This design comes from an exercise in tuning for small area and a short achievable clock period on the open sky130 flow, not from production work.
Where RTL was checked, it was by simulation tests only, not by an equivalence proof against the original.
Power and IR drop assume default switching activity.

main:
==> flow/design.v <==
`timescale 1ns / 1ps
module pfx_add #(parameter W = 16, parameter L = 4) (    
    input  logic [W-1:0] a,
    input  logic [W-1:0] b,
    output logic [W-1:0] p,       
    output logic [W:0]   c        
);
    logic [W-1:0] g [0:L];
    logic [W-1:0] q [0:L];
    assign p = a ^ b;
    always_comb begin
        g[0] = a & b;
        q[0] = p;
        q[0][0] = 1'b0;       
        for (int l = 0; l < L; l++) begin
            for (int k = 0; k < W; k++) begin
                if (((k >> l) & 1) == 1) begin
                    g[l+1][k] = g[l][k] | (q[l][k] & g[l][((k >> l) << l) - 1]);
                    q[l+1][k] = q[l][k] & q[l][((k >> l) << l) - 1];
                end else begin
                    g[l+1][k] = g[l][k];
                    q[l+1][k] = q[l][k];
                end
            end
        end
        c[0] = 1'b0;
        for (int k = 0; k < W; k++) c[k+1] = g[L][k];
    end
endmodule
`timescale 1ns / 1ps
module alu_instrmem_top(input clk,
        input reset,
        output [7:0] imem_addr,
        input [15:0] imem_data,
        output [9:0] dmem_addr,
        output [15:0] dmem_wdata,
        output dmem_we,
        input [15:0] dmem_rdata,
        output logic ovf_ctrl,
        output logic take_branch
    );
    wire [15:0] i = imem_data;
    wire [2:0] ra = i[9:7];
    wire [2:0] rb = i[4:2];
    wire f0 = i[15:13] == 3'b000;
    wire f2 = i[15:13] == 3'b010;
    wire f4 = i[15:13] == 3'b100;
    wire f6 = i[15:13] == 3'b110;
    wire f7 = i[15:13] == 3'b111;
    wire is_lw   = f2;
    wire is_sw   = f6 & (i[1:0] == 2'b00);
    wire is_beqz = f6 & (i[1:0] == 2'b01);
    wire is_bnez = f7;
    wire is_add  = f4 & (i[11:10] == 2'b01) & (i[1:0] == 2'b10);
    wire is_srai = f4 & (i[11:10] == 2'b01) & (i[1:0] == 2'b01);
    wire is_lgc  = f4 & (i[11:10] == 2'b11) & (i[6:5] != 2'b00);
    wire is_andi = f4 & (i[11:10] == 2'b10);
    wire is_addi = f0 & (i[1:0] == 2'b01);
    wire is_slli = f0 & (i[1:0] == 2'b10);
    wire we = is_lw | is_add | is_srai | is_lgc | is_andi | is_addi | is_slli;
    wire [2:0] wa = i[14] ? rb : ra;
    logic [15:0] R [0:7];
    logic [7:0] valid;
    logic [15:0] wd;
    always_ff @(posedge clk or posedge reset)
        if (reset) valid <= 8'd0;
        else if (we) valid[wa] <= 1'b1;
    always_ff @(posedge clk)
        if (we) R[wa] <= wd;
    wire [5:0] imm6 = {i[12], i[6:2]};
    logic [15:0] A, b;
    always_comb begin
        b = i[15] ? 16'd0 : {{10{i[12]}}, imm6};
        for (int k = 0; k < 8; k++)
            if (rb == k && valid[k] && i[15]) b = b | R[k];
        A = 16'd0;
        for (int k = 0; k < 8; k++)
            if (ra == k && valid[k]) A = A | R[k];
    end
    wire [4:0] imm5 = {i[5], i[12], i[11:10], i[6]};
    logic [4:0] ap;
    logic [5:0] ac;
    pfx_add #(5, 3) addr_add (.a(A[6:2]), .b(imm5), .p(ap), .c(ac));
    wire [4:0] alo = ap ^ ac[4:0];
    wire [2:0] ahi1 = A[9:7] + 3'd1;
    wire [2:0] ahi = ac[5] ? ahi1 : A[9:7];    
    assign dmem_addr = {ahi, alo, A[1:0]};
    wire ovf_mem = ~A[15] & (&A[14:7]) & ac[5];
    logic [15:0] P;
    logic [16:0] C;
    pfx_add #(16, 4) main_add (.a(A), .b(b), .p(P), .c(C));
    wire [15:0] sum = P ^ C[15:0];
    wire ovf_alu = ~P[15] & (C[15] ^ A[15]);
    assign ovf_ctrl = ((is_lw | is_sw) & ovf_mem) | ((is_add | is_addi) & ovf_alu);
    wire t_g = i[10] & i[6];             
    wire t_p = i[10] & ~(i[6] & i[5]);   
    wire [15:0] lg = (A & ({16{t_g}} & ~P)) | ({16{t_p}} & P)
                   | {10'd0, {6{~i[10]}} & A[5:0] & imm6};
    wire [5:0] sh = imm6;
    logic [15:0] Ar, x, y, yr;
    always_comb for (int k = 0; k < 16; k++) Ar[k] = A[15-k];
    assign x = i[0] ? A : Ar;
    wire fill = i[0] & A[15];
    wire [31:0] xs = {{16{fill}}, x} >> sh[3:0];
    assign y = (sh[5:4] != 2'b00) ? {16{fill}} : xs[15:0];
    always_comb for (int k = 0; k < 16; k++) yr[k] = y[15-k];
    wire s_rd  = i[14];                                       
    wire s_sum = ~i[14] & (i[15] ? (~i[11] & i[1]) : ~i[1]);  
    wire s_yr  = ~i[14] & ~i[15] & i[1];                      
    wire s_y   = ~i[14] & i[15] & ~i[11] & ~i[1];             
    wire s_lg  = ~i[14] & i[15] & i[11];                      
    assign wd = ({16{s_rd}} & dmem_rdata) | ({16{s_sum}} & sum) | ({16{s_yr}} & yr)
              | ({16{s_y}} & y) | ({16{s_lg}} & lg);
    assign dmem_we = is_sw;
    assign dmem_wdata = b;                      
    wire az = A == 16'd0;
    assign take_branch = (is_beqz & az) | (is_bnez & ~az);
    wire [7:0] off = {i[12], i[6:5], i[2], i[11:10], i[4:3]};
    wire [7:0] inc = take_branch ? off : 8'd1;
    logic [7:0] pc;
    always_ff @(posedge clk or posedge reset)
        if (reset) pc <= 8'd0;
        else pc <= pc + inc;
    assign imem_addr = pc;
endmodule
export LEC_CHECK = 0
export CAP_MARGIN = 20
export CORE_MARGIN = 2
export CORE_UTILIZATION = 40
export SETUP_SLACK_MARGIN = 4
export SLEW_MARGIN = 20
export SYNTH_HIERARCHICAL = 1
export SYNTH_MINIMUM_KEEP_SIZE = 0
export TNS_END_PERCENT = 0
create_clock -name core_clock -period 10.0 [get_ports {clk}]
standard.sh (not shown) runs the stock make flow with config.mk's settings and CLKGATE_MAP_FILE= SYNTH_SCRIPT=/design/flow/synth_recipe.tcl, a recipe that flattens the netlist after the stock synthesis.
==> flow/flow/run.sh <==
#!/bin/bash
# Own layout flow: the standard synthesis, then the standard ORFS layout
# with port buffers that start at the smallest buffer (timing repair upsizes
# the ones that matter), a clock tree built from mid-size clock buffers
# without dummy loads, and setup repair by cell sizing and pin swaps only
# (no inserted buffers or cloned gates). Each step's full output goes to a
# log file here.
set -euo pipefail
bash standard.sh synth > synth.log 2>&1
bash standard.sh \
  "BUFFER_PORTS_ARGS=-buffer_cell sky130_fd_sc_hd__buf_1" \
  "CTS_ARGS=-sink_clustering_enable -repair_clock_nets -dont_use_dummy_load -buf_list {sky130_fd_sc_hd__clkbuf_4 sky130_fd_sc_hd__clkbuf_8}" \
  "SETUP_MOVE_SEQUENCE=unbuffer,sizeup,swap" \
  finish > layout.log 2>&1
The flow did not stop early for main: all stages ran, and the layout cleared the timing, design-rule and antenna checks.
Changes in the feature branch relative to main:
-- flow/design.v --
<<< main, line 100
    logic [15:0] Ar, x, y, yr;
    always_comb for (int k = 0; k < 16; k++) Ar[k] = A[15-k];
    assign x = i[0] ? A : Ar;
    wire fill = i[0] & A[15];
    wire [31:0] xs = {{16{fill}}, x} >> sh[3:0];
    assign y = (sh[5:4] != 2'b00) ? {16{fill}} : xs[15:0];
>>> the feature branch, line 100
    logic [15:0] Ar, x, y, yr;
    always_comb for (int k = 0; k < 16; k++) Ar[k] = A[15-k];
    assign x = i[15] ? A : Ar;                  
    wire fill = i[15] & A[15];
    wire [31:0] xs = {{16{fill}}, x} >> sh[3:0];
    assign y = (sh[5:4] != 2'b00) ? {16{fill}} : xs[15:0];
Changes observed in the feature branch relative to main: clock-cell share of area closely matched the old numbers, worst hold margin comparable, power share of the combinational group rose 0.4 points, slew at the pin closest to its max-slew limit increased by 0.14 ns relative to the old numbers, placeable core region lost 610 µm².
The feature branch — signed area change from the synthesized netlist to the final layout 1.5 points higher, main as reference
Area of combinational cells with multiple inputs in the feature branch is 2.2% below main.
Going from main to the feature branch, share of post-route cells with drive strength above 1 shrinks by 0.76 points.
The maximum clock frequency in the feature branch was lower than what main gave.
No functional check of the RTL was part of main.

[static timing again, ports no longer ideal]
No port has a modelled driver above. Below, the same layouts with a new extraction and two added sets of constraints. Step 1 (the two cells are an assumption about what drives the block):
set clk [get_ports {clk}]
set_driving_cell -lib_cell sky130_fd_sc_hd__clkbuf_16 $clk
set_driving_cell -lib_cell sky130_fd_sc_hd__buf_2 [delete_from_list [all_inputs] $clk]
Step 2 adds t to the input delays and takes it off the output delays; t is the mean of the earliest and latest rising clock arrival at the registers after step 1. Input paths then give back, and output paths get back, about the clock's delay inside the block. a / b / c = no drivers / after step 1 / after step 2; a / b = the first two.
run	t, ns	slack for setup (ns)	worst setup path after step 2	worst data-port slew with drivers (ns)	cell pins on the clock port's net
main	0.493	2.697 / 2.676 / 2.676	input to output	0.06	1
the feature branch	0.480	2.674 / 2.608 / 2.608	input to output	0.07	1
After both steps every run listed still meets setup and hold. The setup slack of the feature branch, which loses most, moves by -0.066 ns with the drivers and by -0.066 ns with both steps.
